From an optimization exercise on the open Yosys and OpenROAD flow, aimed at small area and a short achievable clock period; shortcuts taken in it are not production practice. No functional check of the RTL was part of any run shown here. No activity file was given, so power comes from the tool's default toggle rates.

==> flow/design.v, too long to show whole: its modules and the start of the top module <==
// module multiplier: 3669 lines
// module FA: 4 lines
// module FAX: 6 lines
// module FAT: 4 lines
// module MUX2: 3 lines
// module HA: 4 lines
// module HAN: 4 lines
// module OR2: 3 lines
// module FA1: 4 lines
// module MAJ: 3 lines
// module BTWO: 3 lines
// module BSGN: 3 lines
// module PPSEL: 3 lines
// module PPSELN: 3 lines
// module INV: 3 lines
// module NAND2: 3 lines
// module NOR2: 3 lines
// module XOR2: 3 lines
// module XNOR2: 3 lines
// module AOI21: 3 lines
// module OAI21: 3 lines
// module CPA: 1076 lines
module multiplier (
    input clk,
    input rst,
    input start,
    input [31:0] A,
    input [31:0] B,
    input [7:0] Physical_address_in,
    input [31:0] PC_in,
    output [63:0] Product,
    output reg done,
    output reg [7:0] Physical_address_out,
    output reg [31:0] PC_out
);
  // ...
==> flow/flow/run.sh <==
#!/bin/bash
# Layout flow: the standard ORFS flow (standard.sh) with extra ORFS
# settings read from flow/knobs.txt (one VAR=value per line; @FLOW@ stands
# for this flow folder). Its output goes to standard.log.
set -euo pipefail
flowdir="$(pwd)/flow"
knobs=()
while IFS= read -r line; do
  [[ -z "$line" || "$line" == \#* ]] && continue
  knobs+=("${line//@FLOW@/$flowdir}")
done < flow/knobs.txt
bash standard.sh "${knobs[@]}" finish > standard.log 2>&1
==> flow/flow/downsize.tcl <==
# Start the layout from the smallest drive strength of every logic cell that
# synthesis sized up; the flow's timing repair then sizes up what needs it.
set n 0
foreach inst [[ord::get_db_block] getInsts] {
  set m [[$inst getMaster] getName]
  if {![regexp {^(sky130_fd_sc_hd__[a-z0-9]+)_([0-9]+)$} $m -> base size]} { continue }
  if {$size <= 1} { continue }
  if {[string match "*df*" $base] || [string match "*conb*" $base] || [string match "*clk*" $base] || [string match "*maj3*" $base]} { continue }
  set small [get_lib_cells -quiet ${base}_1]
  if {$small == ""} { continue }
  replace_cell [$inst getName] $small
  incr n
}
puts "downsize: $n cells set to drive strength 1"
==> flow/flow/knobs.txt <==
BUFFER_PORTS_ARGS=-buffer_cell sky130_fd_sc_hd__buf_1
PRE_FLOORPLAN_TCL=@FLOW@/downsize.tcl
==> flow/standard.sh <==
#!/bin/bash
# synth_recipe.tcl (not shown) runs the flow's synth.tcl, then flattens the netlist and writes it again
# the make line also repeats each setting of config.mk as NAME=value (left out here)
make -C /OpenROAD-flow-scripts/flow DESIGN_CONFIG=/design/flow/config.mk WORK_HOME=/design/flow/orfs CLKGATE_MAP_FILE= SYNTH_SCRIPT=/design/flow/synth_recipe.tcl "${@:-finish}"
==> flow/config.mk <==
export PLATFORM = sky130hd
export DESIGN_NAME = multiplier
export DESIGN_NICKNAME = multiplier
export VERILOG_FILES = /design/flow/design.v
export SDC_FILE = /design/flow/constraint.sdc
export NUM_CORES = 8
export LEC_CHECK = 0
export CAP_MARGIN = 20
export CORE_MARGIN = 2
export CORE_UTILIZATION = 40
export PLACE_DENSITY = 0.7
export SETUP_SLACK_MARGIN = 0.5
export SLEW_MARGIN = 20
export SYNTH_HIERARCHICAL = 1
export SYNTH_MINIMUM_KEEP_SIZE = 0
==> flow/constraint.sdc <==
create_clock -name core_clock -period 5.0 [get_ports {clk}]
set_input_delay 1.0000 -clock core_clock [delete_from_list [all_inputs] [get_ports {clk}]]
set_output_delay 1.0000 -clock core_clock [all_outputs]
set_load 0.01 [all_outputs]
==> flow_summary.ini, run 1 <==
[worst_setup_path]
cp-endpoint = Product[49]
crit_path_max_incr_delay_ns = 0.37
crit_cells = 12

[cells_and_area]
multiInputCombCellCount = 2511
multi_input_area_um2 = 23450
layout_commonest_cell = xor2_1
n_antenna_cell = 3
post-route-util_pct = 45.93

[power_and_ir_drop]
power.internal_mw = 10.37
power_density_nw_per_um2 = 695.8
p_clk_share_pct = 6.4
seq_cell_power_mw = 2.72
switching_power_mw = 11.43

[flow_run]
drv_cap = 0

[detailed_routing]
route.detailed.drc = 0
drt-total-wl_mm = 88.68
routedLengthMet1_mm = 36.43
detail-route-antenna-nets = 0
num_vias = 23617

[timing]
max_freq_mhz = 234.1
final.setup.tns_ns = 0
fin_crit_sh_pct = 85.45

[outcome]
run_status = finished clean

[die]
taps = 882

[synth]
synthCells = 2769

[global_route]
grt_max_degree = 37

[cts]
cts_inserted_buffers = 17
clockBufferDepth = 2
==> run 2: changes to the inputs <==
--- a/flow/design.v
+++ b/flow/design.v
@@ -3077,37 +3077,37 @@
   FA u_113 (.a(s28), .b(c24), .c(s26), .s(s113), .co(c113));
   FA u_114 (.a(pp8_13), .b(pp9_11), .c(pp10_9), .s(s114), .co(c114));
   FA u_115 (.a(pp11_7), .b(pp12_5), .c(pp13_3), .s(s115), .co(c115));
   FA u_116 (.a(pp14_1), .b(c28), .c(s31), .s(s116), .co(c116));
   FA u_117 (.a(c26), .b(c27), .c(s29), .s(s117), .co(c117));
   FA u_118 (.a(pp10_10), .b(pp11_8), .c(pp12_6), .s(s118), .co(c118));
   FA u_119 (.a(pp13_4), .b(pp14_2), .c(pp15_0), .s(s119), .co(c119));
   FA u_120 (.a(c31), .b(s35), .c(c29), .s(s120), .co(c120));
-  FAX u_121 (.a(c30), .b(s32), .c(s33), .s(s121), .co(c121));
+  FA u_121 (.a(c30), .b(s32), .c(s33), .s(s121), .co(c121));
   FA u_122 (.a(pp11_9), .b(pp12_7), .c(pp13_5), .s(s122), .co(c122));
   FA u_123 (.a(pp14_3), .b(pp15_1), .c(c35), .s(s123), .co(c123));
   FA u_124 (.a(s39), .b(c32), .c(c33), .s(s124), .co(c124));
-  FAX u_125 (.a(c34), .b(s36), .c(s37), .s(s125), .co(c125));
+  FA u_125 (.a(c34), .b(s36), .c(s37), .s(s125), .co(c125));
   FA u_126 (.a(pp11_10), .b(pp12_8), .c(pp13_6), .s(s126), .co(c126));
   FA u_127 (.a(pp14_4), .b(pp15_2), .c(c39), .s(s127), .co(c127));
   FA u_128 (.a(c36), .b(c37), .c(c38), .s(s128), .co(c128));
-  FAX u_129 (.a(s40), .b(s41), .c(s42), .s(s129), .co(c129));
+  FA u_129 (.a(s40), .b(s41), .c(s42), .s(s129), .co(c129));
   FA u_130 (.a(pp12_9), .b(pp13_7), .c(s44), .s(s130), .co(c130));
   FA u_131 (.a(pp14_5), .b(pp15_3), .c(s48), .s(s131), .co(c131));
-  FAX u_132 (.a(c40), .b(c41), .c(c42), .s(s132), .co(c132));
-  FAX u_133 (.a(c43), .b(s45), .c(s46), .s(s133), .co(c133));
+  FA u_132 (.a(c40), .b(c41), .c(c42), .s(s132), .co(c132));
+  FA u_133 (.a(c43), .b(s45), .c(s46), .s(s133), .co(c133));
   FA u_134 (.a(c44), .b(pp13_8), .c(pp14_6), .s(s134), .co(c134));
   FA u_135 (.a(pp15_4), .b(c48), .c(s49), .s(s135), .co(c135));
   FA u_136 (.a(s53), .b(c45), .c(c46), .s(s136), .co(c136));
-  FAX u_137 (.a(c47), .b(s50), .c(s51), .s(s137), .co(c137));
+  FA u_137 (.a(c47), .b(s50), .c(s51), .s(s137), .co(c137));
   FA u_138 (.a(pp12_11), .b(pp13_9), .c(pp14_7), .s(s138), .co(c138));
   FA u_139 (.a(pp15_5), .b(c53), .c(s54), .s(s139), .co(c139));
   FA u_140 (.a(c49), .b(c50), .c(c51), .s(s140), .co(c140));
-  FAX u_141 (.a(c52), .b(s55), .c(s56), .s(s141), .co(c141));
+  FA u_141 (.a(c52), .b(s55), .c(s56), .s(s141), .co(c141));
   FA u_142 (.a(pp11_14), .b(pp12_12), .c(pp13_10), .s(s142), .co(c142));
   FA u_143 (.a(pp14_8), .b(pp15_6), .c(s58), .s(s143), .co(c143));
   FA u_144 (.a(s61), .b(c54), .c(c55), .s(s144), .co(c144));
   FA u_145 (.a(c56), .b(c57), .c(s59), .s(s145), .co(c145));
   FA u_146 (.a(pp10_17), .b(pp11_15), .c(pp12_13), .s(s146), .co(c146));
   FA u_147 (.a(pp13_11), .b(pp14_9), .c(pp15_7), .s(s147), .co(c147));
   FA u_148 (.a(c61), .b(c58), .c(s62), .s(s148), .co(c148));
   FA u_149 (.a(c59), .b(c60), .c(s63), .s(s149), .co(c149));
@@ -3194,59 +3194,59 @@
   FA u_229 (.a(s21), .b(c94), .c(c95), .s(s229), .co(c229));
   FA u_230 (.a(c96), .b(c97), .c(s98), .s(s230), .co(c230));
   FA u_231 (.a(s99), .b(s100), .c(s101), .s(s231), .co(c231));
   FA u_232 (.a(c98), .b(c99), .c(c100), .s(s232), .co(c232));
   FA u_233 (.a(s102), .b(s103), .c(s104), .s(s233), .co(c233));
   FA u_234 (.a(s22), .b(c101), .c(s105), .s(s234), .co(c234));
   FA u_235 (.a(c102), .b(c103), .c(c104), .s(s235), .co(c235));
   FA u_236 (.a(s106), .b(s107), .c(s108), .s(s236), .co(c236));
-  FAX u_237 (.a(s24), .b(c105), .c(s109), .s(s237), .co(c237));
+  FA u_237 (.a(s24), .b(c105), .c(s109), .s(s237), .co(c237));
   FA u_238 (.a(c106), .b(c107), .c(c108), .s(s238), .co(c238));
   FA u_239 (.a(s110), .b(s111), .c(s27), .s(s239), .co(c239));
   FAX u_240 (.a(s112), .b(c109), .c(s113), .s(s240), .co(c240));
   FA u_241 (.a(c110), .b(c111), .c(s114), .s(s241), .co(c241));
   FA u_242 (.a(s115), .b(s30), .c(c112), .s(s242), .co(c242));
   FAX u_243 (.a(s116), .b(c113), .c(s117), .s(s243), .co(c243));
   FA u_244 (.a(c114), .b(c115), .c(s118), .s(s244), .co(c244));
   FA u_245 (.a(s119), .b(s34), .c(c116), .s(s245), .co(c245));
   FAX u_246 (.a(s120), .b(c117), .c(s121), .s(s246), .co(c246));
   FA u_247 (.a(c118), .b(c119), .c(s122), .s(s247), .co(c247));
-  FAX u_248 (.a(s38), .b(s123), .c(c120), .s(s248), .co(c248));
-  FAX u_249 (.a(c121), .b(s125), .c(s124), .s(s249), .co(c249));
+  FA u_248 (.a(s38), .b(s123), .c(c120), .s(s248), .co(c248));
+  FAX u_249 (.a(c121), .b(s124), .c(s125), .s(s249), .co(c249));
   FA u_250 (.a(c122), .b(s126), .c(s43), .s(s250), .co(c250));
-  FAX u_251 (.a(c123), .b(s127), .c(c124), .s(s251), .co(c251));
-  FAX u_252 (.a(c125), .b(s129), .c(s128), .s(s252), .co(c252));
+  FA u_251 (.a(c123), .b(s127), .c(c124), .s(s251), .co(c251));
+  FAX u_252 (.a(c125), .b(s128), .c(s129), .s(s252), .co(c252));
   FA u_253 (.a(c126), .b(s130), .c(s47), .s(s253), .co(c253));
-  FAX u_254 (.a(c127), .b(s131), .c(c128), .s(s254), .co(c254));
-  FAX u_255 (.a(s132), .b(c129), .c(s133), .s(s255), .co(c255));
+  FA u_254 (.a(c127), .b(s131), .c(c128), .s(s254), .co(c254));
+  FAX u_255 (.a(c129), .b(s132), .c(s133), .s(s255), .co(c255));
   FA u_256 (.a(c130), .b(s134), .c(s52), .s(s256), .co(c256));
-  FAX u_257 (.a(c131), .b(c132), .c(s135), .s(s257), .co(c257));
-  FAX u_258 (.a(c133), .b(s137), .c(s136), .s(s258), .co(c258));
+  FA u_257 (.a(c131), .b(c132), .c(s135), .s(s257), .co(c257));
+  FAX u_258 (.a(c133), .b(s136), .c(s137), .s(s258), .co(c258));
   FA u_259 (.a(c134), .b(s138), .c(s57), .s(s259), .co(c259));
-  FAX u_260 (.a(c136), .b(c135), .c(s139), .s(s260), .co(c260));
-  FAX u_261 (.a(c137), .b(s141), .c(s140), .s(s261), .co(c261));
+  FA u_260 (.a(c136), .b(c135), .c(s139), .s(s260), .co(c260));
+  FAX u_261 (.a(c137), .b(s140), .c(s141), .s(s261), .co(c261));
   FA u_262 (.a(c138), .b(s142), .c(s60), .s(s262), .co(c262));
   FAX u_263 (.a(c140), .b(c139), .c(s143), .s(s263), .co(c263));
-  FAX u_264 (.a(c141), .b(s144), .c(s145), .s(s264), .co(c264));
+  FAX u_264 (.a(s144), .b(c141), .c(s145), .s(s264), .co(c264));
   FA u_265 (.a(c142), .b(s146), .c(s147), .s(s265), .co(c265));
   FAX u_266 (.a(s64), .b(c143), .c(s148), .s(s266), .co(c266));
   FAX u_267 (.a(c144), .b(c145), .c(s149), .s(s267), .co(c267));
   FA u_268 (.a(c146), .b(c147), .c(s150), .s(s268), .co(c268));
   FAX u_269 (.a(s151), .b(s66), .c(s152), .s(s269), .co(c269));
-  FAX u_270 (.a(c148), .b(c149), .c(s153), .s(s270), .co(c270));
+  FA u_270 (.a(c148), .b(c149), .c(s153), .s(s270), .co(c270));
   FA u_271 (.a(c150), .b(c151), .c(s154), .s(s271), .co(c271));
   FAX u_272 (.a(s155), .b(s69), .c(s156), .s(s272), .co(c272));
   FAX u_273 (.a(c153), .b(c152), .c(s157), .s(s273), .co(c273));
   FA u_274 (.a(c154), .b(c155), .c(c69), .s(s274), .co(c274));
   FA u_275 (.a(s158), .b(s159), .c(s160), .s(s275), .co(c275));
-  FAX u_276 (.a(c157), .b(c156), .c(s161), .s(s276), .co(c276));
+  FA u_276 (.a(c157), .b(c156), .c(s161), .s(s276), .co(c276));
   FA u_277 (.a(c158), .b(c159), .c(c160), .s(s277), .co(c277));
   FA u_278 (.a(c70), .b(s162), .c(s163), .s(s278), .co(c278));
-  FAX u_279 (.a(s164), .b(c161), .c(s165), .s(s279), .co(c279));
+  FA u_279 (.a(s164), .b(c161), .c(s165), .s(s279), .co(c279));
   FA u_280 (.a(c162), .b(c163), .c(c164), .s(s280), .co(c280));
   FA u_281 (.a(c72), .b(s166), .c(s167), .s(s281), .co(c281));
   FA u_282 (.a(s168), .b(s169), .c(c165), .s(s282), .co(c282));
   FA u_283 (.a(pp15_13), .b(s170), .c(c166), .s(s283), .co(c283));
   FA u_284 (.a(c167), .b(c168), .c(c169), .s(s284), .co(c284));
   FA u_285 (.a(s171), .b(s172), .c(s173), .s(s285), .co(c285));
   FA u_286 (.a(pp15_14), .b(c170), .c(s174), .s(s286), .co(c286));
   FA u_287 (.a(s177), .b(c171), .c(c172), .s(s287), .co(c287));
@@ -3318,49 +3318,49 @@
   FA u_352 (.a(c222), .b(s224), .c(s225), .s(s352), .co(c352));
   FA u_353 (.a(c223), .b(c224), .c(s226), .s(s353), .co(c353));
   FA u_354 (.a(c225), .b(s227), .c(s228), .s(s354), .co(c354));
   FA u_355 (.a(c226), .b(c227), .c(c228), .s(s355), .co(c355));
   FA u_356 (.a(s229), .b(s230), .c(s231), .s(s356), .co(c356));
   FA u_357 (.a(c229), .b(c230), .c(s232), .s(s357), .co(c357));
   FA u_358 (.a(s233), .b(c231), .c(s234), .s(s358), .co(c358));
   FA u_359 (.a(c232), .b(c233), .c(s235), .s(s359), .co(c359));
-  FAX u_360 (.a(s236), .b(s237), .c(c234), .s(s360), .co(c360));
+  FA u_360 (.a(s236), .b(c234), .c(s237), .s(s360), .co(c360));
   FA u_361 (.a(c235), .b(c236), .c(s238), .s(s361), .co(c361));
   FAX u_362 (.a(s239), .b(s240), .c(c237), .s(s362), .co(c362));
   FA u_363 (.a(c238), .b(c239), .c(s241), .s(s363), .co(c363));
   FAX u_364 (.a(s242), .b(s243), .c(c240), .s(s364), .co(c364));
-  FAX u_365 (.a(c241), .b(s244), .c(s245), .s(s365), .co(c365));
+  FA u_365 (.a(c241), .b(s244), .c(s245), .s(s365), .co(c365));
   FAX u_366 (.a(c242), .b(s246), .c(c243), .s(s366), .co(c366));
-  FAX u_367 (.a(c244), .b(s247), .c(s248), .s(s367), .co(c367));
-  FAX u_368 (.a(c245), .b(c246), .c(s249), .s(s368), .co(c368));
+  FA u_367 (.a(c244), .b(s247), .c(s248), .s(s367), .co(c367));
+  FAX u_368 (.a(c245), .b(s249), .c(c246), .s(s368), .co(c368));
   FAX u_369 (.a(c247), .b(s250), .c(s251), .s(s369), .co(c369));
-  FAX u_370 (.a(c248), .b(c249), .c(s252), .s(s370), .co(c370));
+  FAX u_370 (.a(c248), .b(s252), .c(c249), .s(s370), .co(c370));
   FAX u_371 (.a(c250), .b(s253), .c(s254), .s(s371), .co(c371));
   FAX u_372 (.a(c251), .b(s255), .c(c252), .s(s372), .co(c372));
   FA u_373 (.a(c253), .b(s256), .c(c254), .s(s373), .co(c373));
-  FAX u_374 (.a(s257), .b(c255), .c(s258), .s(s374), .co(c374));
+  FAX u_374 (.a(s258), .b(c255), .c(s257), .s(s374), .co(c374));
   FAX u_375 (.a(c256), .b(s259), .c(c257), .s(s375), .co(c375));
-  FAX u_376 (.a(s260), .b(c258), .c(s261), .s(s376), .co(c376));
+  FAX u_376 (.a(s261), .b(c258), .c(s260), .s(s376), .co(c376));
   FAX u_377 (.a(c259), .b(s262), .c(s263), .s(s377), .co(c377));
-  FAX u_378 (.a(c260), .b(c261), .c(s264), .s(s378), .co(c378));
+  FAX u_378 (.a(c260), .b(s264), .c(c261), .s(s378), .co(c378));
   FAX u_379 (.a(c262), .b(s265), .c(s266), .s(s379), .co(c379));
   FAX u_380 (.a(c263), .b(s267), .c(c264), .s(s380), .co(c380));
   FAX u_381 (.a(c265), .b(s268), .c(s269), .s(s381), .co(c381));
-  FAX u_382 (.a(c266), .b(s270), .c(c267), .s(s382), .co(c382));
+  FAX u_382 (.a(c266), .b(c267), .c(s270), .s(s382), .co(c382));
   FAX u_383 (.a(c268), .b(s271), .c(s272), .s(s383), .co(c383));
   FAX u_384 (.a(c269), .b(s273), .c(c270), .s(s384), .co(c384));
-  FAX u_385 (.a(c271), .b(s274), .c(c272), .s(s385), .co(c385));
+  FA u_385 (.a(c271), .b(s274), .c(c272), .s(s385), .co(c385));
   FAX u_386 (.a(s275), .b(c273), .c(s276), .s(s386), .co(c386));
   FA u_387 (.a(c274), .b(c275), .c(s277), .s(s387), .co(c387));
   FA u_388 (.a(s278), .b(c276), .c(s279), .s(s388), .co(c388));
   FA u_389 (.a(c277), .b(c278), .c(s280), .s(s389), .co(c389));
   FAX u_390 (.a(s281), .b(c279), .c(s282), .s(s390), .co(c390));
   FA u_391 (.a(c280), .b(s283), .c(c281), .s(s391), .co(c391));
-  FAX u_392 (.a(s284), .b(s285), .c(c282), .s(s392), .co(c392));
+  FA u_392 (.a(s284), .b(s285), .c(c282), .s(s392), .co(c392));
   FA u_393 (.a(c283), .b(c284), .c(s286), .s(s393), .co(c393));
   FA u_394 (.a(c285), .b(s287), .c(s288), .s(s394), .co(c394));
   FA u_395 (.a(c287), .b(c286), .c(s289), .s(s395), .co(c395));
   FA u_396 (.a(s290), .b(c288), .c(s291), .s(s396), .co(c396));
   FA u_397 (.a(s292), .b(c290), .c(c289), .s(s397), .co(c397));
   FA u_398 (.a(s293), .b(c291), .c(s294), .s(s398), .co(c398));
   FA u_399 (.a(c292), .b(s295), .c(s296), .s(s399), .co(c399));
   FA u_400 (.a(c293), .b(c294), .c(s297), .s(s400), .co(c400));
@@ -3405,32 +3405,32 @@
   FA u_438 (.a(c337), .b(s339), .c(c338), .s(s438), .co(c438));
   FA u_439 (.a(c339), .b(s341), .c(c340), .s(s439), .co(c439));
   FA u_440 (.a(c341), .b(s343), .c(c342), .s(s440), .co(c440));
   FA u_441 (.a(c343), .b(s345), .c(c344), .s(s441), .co(c441));
   FA u_442 (.a(c345), .b(s347), .c(c346), .s(s442), .co(c442));
   FA u_443 (.a(c347), .b(s349), .c(c348), .s(s443), .co(c443));
   FA u_444 (.a(c349), .b(s351), .c(c350), .s(s444), .co(c444));
   FA u_445 (.a(c351), .b(s353), .c(c352), .s(s445), .co(c445));
-  FAX u_446 (.a(c353), .b(c354), .c(s355), .s(s446), .co(c446));
-  FAX u_447 (.a(c355), .b(s357), .c(c356), .s(s447), .co(c447));
+  FA u_446 (.a(c353), .b(c354), .c(s355), .s(s446), .co(c446));
+  FA u_447 (.a(c355), .b(s357), .c(c356), .s(s447), .co(c447));
   FAX u_448 (.a(c357), .b(s359), .c(c358), .s(s448), .co(c448));
   FAX u_449 (.a(c359), .b(s361), .c(c360), .s(s449), .co(c449));
   FAX u_450 (.a(c361), .b(s363), .c(c362), .s(s450), .co(c450));
   FAX u_451 (.a(c363), .b(s365), .c(c364), .s(s451), .co(c451));
-  FAX u_452 (.a(s367), .b(c365), .c(c366), .s(s452), .co(c452));
-  FAX u_453 (.a(c367), .b(s369), .c(c368), .s(s453), .co(c453));
-  FAX u_454 (.a(c369), .b(s371), .c(c370), .s(s454), .co(c454));
+  FAX u_452 (.a(c365), .b(c366), .c(s367), .s(s452), .co(c452));
+  FAX u_453 (.a(s369), .b(c367), .c(c368), .s(s453), .co(c453));
+  FAX u_454 (.a(s371), .b(c369), .c(c370), .s(s454), .co(c454));
   FAX u_455 (.a(c371), .b(c372), .c(s373), .s(s455), .co(c455));
   FAX u_456 (.a(s375), .b(c373), .c(c374), .s(s456), .co(c456));
   FAX u_457 (.a(s377), .b(c375), .c(c376), .s(s457), .co(c457));
   FAX u_458 (.a(s379), .b(c377), .c(c378), .s(s458), .co(c458));
   FAX u_459 (.a(s381), .b(c379), .c(c380), .s(s459), .co(c459));
   FAX u_460 (.a(s383), .b(c381), .c(c382), .s(s460), .co(c460));
-  FAX u_461 (.a(c383), .b(s385), .c(c384), .s(s461), .co(c461));
+  FAX u_461 (.a(c383), .b(c384), .c(s385), .s(s461), .co(c461));
   FAX u_462 (.a(s387), .b(c385), .c(c386), .s(s462), .co(c462));
   FAX u_463 (.a(c387), .b(s389), .c(s390), .s(s463), .co(c463));
   FAX u_464 (.a(c389), .b(s391), .c(s392), .s(s464), .co(c464));
   FA u_465 (.a(c391), .b(s393), .c(s394), .s(s465), .co(c465));
   FA u_466 (.a(c393), .b(s395), .c(c394), .s(s466), .co(c466));
   FA u_467 (.a(c395), .b(s397), .c(c396), .s(s467), .co(c467));
   FA u_468 (.a(c397), .b(c398), .c(s399), .s(s468), .co(c468));
   FA u_469 (.a(c399), .b(c400), .c(s401), .s(s469), .co(c469));
@@ -3461,18 +3461,18 @@
   FA u_493 (.a(c326), .b(c431), .c(s432), .s(s493), .co(c493));
   FA u_494 (.a(s330), .b(c432), .c(s433), .s(s494), .co(c494));
   FA u_495 (.a(s332), .b(c433), .c(s434), .s(s495), .co(c495));
   FA u_496 (.a(s334), .b(c434), .c(s435), .s(s496), .co(c496));
   FA u_497 (.a(s336), .b(c435), .c(s436), .s(s497), .co(c497));
   FA u_498 (.a(s338), .b(c436), .c(s437), .s(s498), .co(c498));
   FA u_499 (.a(s340), .b(c437), .c(s438), .s(s499), .co(c499));
   FA u_500 (.a(s342), .b(c438), .c(s439), .s(s500), .co(c500));
-  FAX u_501 (.a(s344), .b(c439), .c(s440), .s(s501), .co(c501));
-  FAX u_502 (.a(s346), .b(c440), .c(s441), .s(s502), .co(c502));
+  FA u_501 (.a(s344), .b(c439), .c(s440), .s(s501), .co(c501));
+  FA u_502 (.a(s346), .b(c440), .c(s441), .s(s502), .co(c502));
   FAX u_503 (.a(s348), .b(c441), .c(s442), .s(s503), .co(c503));
   FAX u_504 (.a(s350), .b(c442), .c(s443), .s(s504), .co(c504));
   FAX u_505 (.a(s352), .b(c443), .c(s444), .s(s505), .co(c505));
   FAX u_506 (.a(s354), .b(c444), .c(s445), .s(s506), .co(c506));
   FAX u_507 (.a(s356), .b(c445), .c(s446), .s(s507), .co(c507));
   FAT u_508 (.a(r26_0), .b(r26_1), .c(r26_2), .s(s508), .co(c508));
   FAT u_509 (.a(r27_0), .b(r27_1), .c(r27_2), .s(s509), .co(c509));
   FAT u_510 (.a(r28_0), .b(r28_1), .c(r28_2), .s(s510), .co(c510));
@@ -3491,19 +3491,19 @@
   FAT u_523 (.a(r41_0), .b(r41_1), .c(r41_2), .s(s523), .co(c523));
   FAT u_524 (.a(r42_0), .b(r42_1), .c(r42_2), .s(s524), .co(c524));
   FAT u_525 (.a(r43_0), .b(r43_1), .c(r43_2), .s(s525), .co(c525));
   FAT u_526 (.a(r44_0), .b(r44_1), .c(r44_2), .s(s526), .co(c526));
   FAT u_527 (.a(r45_0), .b(r45_1), .c(r45_2), .s(s527), .co(c527));
   FAX u_528 (.a(s398), .b(c466), .c(s467), .s(s528), .co(c528));
   FAX u_529 (.a(s400), .b(c467), .c(s468), .s(s529), .co(c529));
   FAX u_530 (.a(s402), .b(c468), .c(s469), .s(s530), .co(c530));
-  FAX u_531 (.a(c402), .b(c469), .c(s470), .s(s531), .co(c531));
-  FAX u_532 (.a(c404), .b(c470), .c(s471), .s(s532), .co(c532));
-  FAX u_533 (.a(c406), .b(s472), .c(c471), .s(s533), .co(c533));
+  FA u_531 (.a(c402), .b(c469), .c(s470), .s(s531), .co(c531));
+  FA u_532 (.a(c404), .b(c470), .c(s471), .s(s532), .co(c532));
+  FA u_533 (.a(c406), .b(s472), .c(c471), .s(s533), .co(c533));
   FA u_534 (.a(c408), .b(s473), .c(c472), .s(s534), .co(c534));
   FA u_535 (.a(s412), .b(c473), .c(s474), .s(s535), .co(c535));
   FA u_536 (.a(s414), .b(c474), .c(s475), .s(s536), .co(c536));
   FA u_537 (.a(c414), .b(c475), .c(s476), .s(s537), .co(c537));
   FA u_538 (.a(c416), .b(c476), .c(s477), .s(s538), .co(c538));
   FA u_539 (.a(c418), .b(s478), .c(c477), .s(s539), .co(c539));
   FA u_540 (.a(c420), .b(c478), .c(s479), .s(s540), .co(c540));
   FA u_541 (.a(c421), .b(c479), .c(s480), .s(s541), .co(c541));
==> flow/config.mk (replaced) <==
export PLATFORM = sky130hd
export DESIGN_NAME = multiplier
export DESIGN_NICKNAME = multiplier
export VERILOG_FILES = /design/flow/design.v
export SDC_FILE = /design/flow/constraint.sdc
export NUM_CORES = 8
export LEC_CHECK = 0
export CAP_MARGIN = 20
export CORE_MARGIN = 2
export CORE_UTILIZATION = 40
export PLACE_DENSITY = 0.7
export SETUP_SLACK_MARGIN = 0.65
export SLEW_MARGIN = 20
export SYNTH_HIERARCHICAL = 1
export SYNTH_MINIMUM_KEEP_SIZE = 0
==> run 2 against run 1 <==
Against the previous run: via count decreased by 0.38%; power increased by 2.6%; sequential power about the same; global-route usage increased by 0.85 points; clock power increased by 6%; design area increased by 0.91%; sequential share of layout area decreased by 0.11 points; still clean; setup slack improved by 0.014 ns; combinational power increased by 3%; wire length increased by 2.7%; die area decreased by 0.88%.
==> flow_summary.ini, run 2 <==
[worst_setup_path]
worstPathMaxFanout = 19
cp-start-kind = primary input
path_cells = clkbuf_2 > buf_4 > xor2_1 > a22oi_1 > fa_1 > fa_1 > fa_1 > fa_1 > fa_1
path_class = primary input to flop
crit_buf_inv = 2
crit_path_end_kind = flop
arrival_ns = 4.63
crit_top_cell = fa_1
crit_family = adder cells
cp_slowest_cell = fa_1
crit_path_max_incr_delay_ns = 0.58
required_ns = 5.37

[detailed_routing]
num_vias = 23527
routedWlPerCell_um = 22.64
route.detailed.drc = 0
vias_per_cell = 5.851
detail-route-antenna-nets = 0
drt_iter0_markers = 2649
drt-total-wl_mm = 91.04
dr.pass1.iters = 10

[global_route]
grt_overflow = 0
grt_pass1_wl_mm = 138.9
grtUsageMet2_pct = 41.35
grt_use_total_pct = 25.87
grt_max_degree = 36
grt.busiest_layer = met2
grt_pass1_vias = 23514
gr-usage-met1_pct = 33.62
antenna_found_initial = 11
grt_use_met3_pct = 5.806

[timing]
max_freq_mhz = 234.8
worstMarginPinSlew_ns = 0.6811
min_period_ns = 4.258
slew_headroom_pct = 54.59
fin_crit_sh_pct = 85.17
final.setup.worst_slack_ns = 0.7417
finalHoldViolations = 0
setup_violations = 0
final.setup.tns_ns = 0
rsz0062_at_grt = yes
slew_viol_final = 0

[placed_design]
dp_hpwl_mm = 71.97
numPortBuffers = 211
gp_congestion = 0.9591
pre_cts_slack_ns = 0.2093

[power_and_ir_drop]
ir_worst_vdd_mv = 0.6233
power_density_nw_per_um2 = 707.3
p_leak_nw = 11.82

[cells_and_area]
register_area_um2 = 3764
nets = 3633
drive_gt1_share_pct = 10.51
final_cell_mix = xor2_1, a22oi_1, fa_1
largest_reg_flops = 32
nFillCells = 6363
regMostFlops = PC_out
multi_input_area_um2 = 23350
layout_commonest_cell = xor2_1
top_regs = PC_out: 32 flops, Physical_address_out: 8 flops

[hold_path]
hp-start = PC_in[28]
min_to = PC_out[28]
hp-class = primary input to flop
hold_depth = 1

[die]
coreArea_um2 = 67280
initial_utilization_pct = 40.41
rows = 95
die_area_um2 = 70060
die-height_um = 264.7
ios = 212
dieWidth_um = 264.7

[cts]
cts_hold_buf = 0
clock-sinks = 188
cts_inserted_buffers = 17
cts-htree-levels = 4
clockBufferDepth = 2
cts_root_buffer = clkbuf_16
cts_tree = built
clkTransAtPathRegs_ns = 0.09

[synth]
synthCells = 2713
ys_warn_count = 7

[outcome]
run_status = finished clean

[flow_run]
drv_cap = 0
## run 2: area by class of cell
cell class / count / share of cell area (%)
diodes: 8 / 0.06330
clock buffers: 17 / 1.345
clock inverters: 15 / 0.6805
inverters: 73 / 0.8783
multi-input cells: 2455 / 73.84
flip-flops and latches: 188 / 11.90
well taps: 873 / 3.454
repair buffers: 392 / 7.834
## run 2: how the worst max path moves through the flow
stage / startpoint / endpoint / cells past startpoint
global route: r26_1 / Product[39] / 13
CTS: r39_1 / Product[59] / 11
detailed placement: B[25] / r41_1 / 10
global placement: B[25] / r41_1 / 10
finish: B[21] / r49_1 / 9
floorplan: B[2] / r20_1 / 8
## run 2: layer usage
metal  wire length (um)  part of all wire, %
met1              36720                   40
met2              41980                   46
met3               8521                  9.4
met4               3786                  4.2
met5                 30                0.033
## run 2: timing repair
| item | CTS | global route |
|---|---|---|
| resized for setup | 15 | 29 |
| pin swaps | 1 | 7 |
| setup buffers | 5 | 4 |
| setup endpoints to repair | 25 | 35 |
## run 2: power breakdown
group	internal, mW	switching (mW)
Clock	0.701	0.782
Sequential	2.38	0.346
Combinational	7.59	10.6
Total	10.7	11.7
## run 2: per-stage QoR
step	power (mW)	utilization (%)	cells	cell area [um2]	hold WS [ns]
finish	22.37	47.01	4021	31620	0.5676
floorplan	15.16	-	2720	27230	1.028
global placement	19.90	45.62	3972	30690	1.092
global route	24.50	47.00	4020	31620	0.5407
CTS	22.21	46.74	4009	31450	0.5348
detailed placement	20.24	45.62	3972	30690	1.093

==> what the ideal ports hide <==
No port has a modelled driver above. Below, the same layouts with a new extraction and two added sets of constraints.
Step 1: set_driving_cell puts a clkbuf_16 on clk and a buf_2 on each other input, an assumption about the parent block.
Step 2 also shifts input and output timing later by t, the mid clock arrival at the registers, as if the neighbouring blocks saw the same clock.
Slacks: ideal ports / drivers / drivers and shift; pairs: ideal ports / drivers.
| run | t (ns) | slack for setup (ns) | hold slack, ns | worst setup path after step 2 |
|---|---|---|---|---|
| run 1 | 0.573 | 0.727 / 0.662 / 0.338 | 0.567 / 0.525 / 1.098 | input to register |
| run 2 | 0.566 | 0.742 / 0.725 / 0.195 | 0.568 / 0.531 / 1.097 | input to register |
After both steps every run listed still meets setup and hold. The setup slack of run 2, which loses most, moves by -0.017 ns with the drivers and by -0.547 ns with both steps.
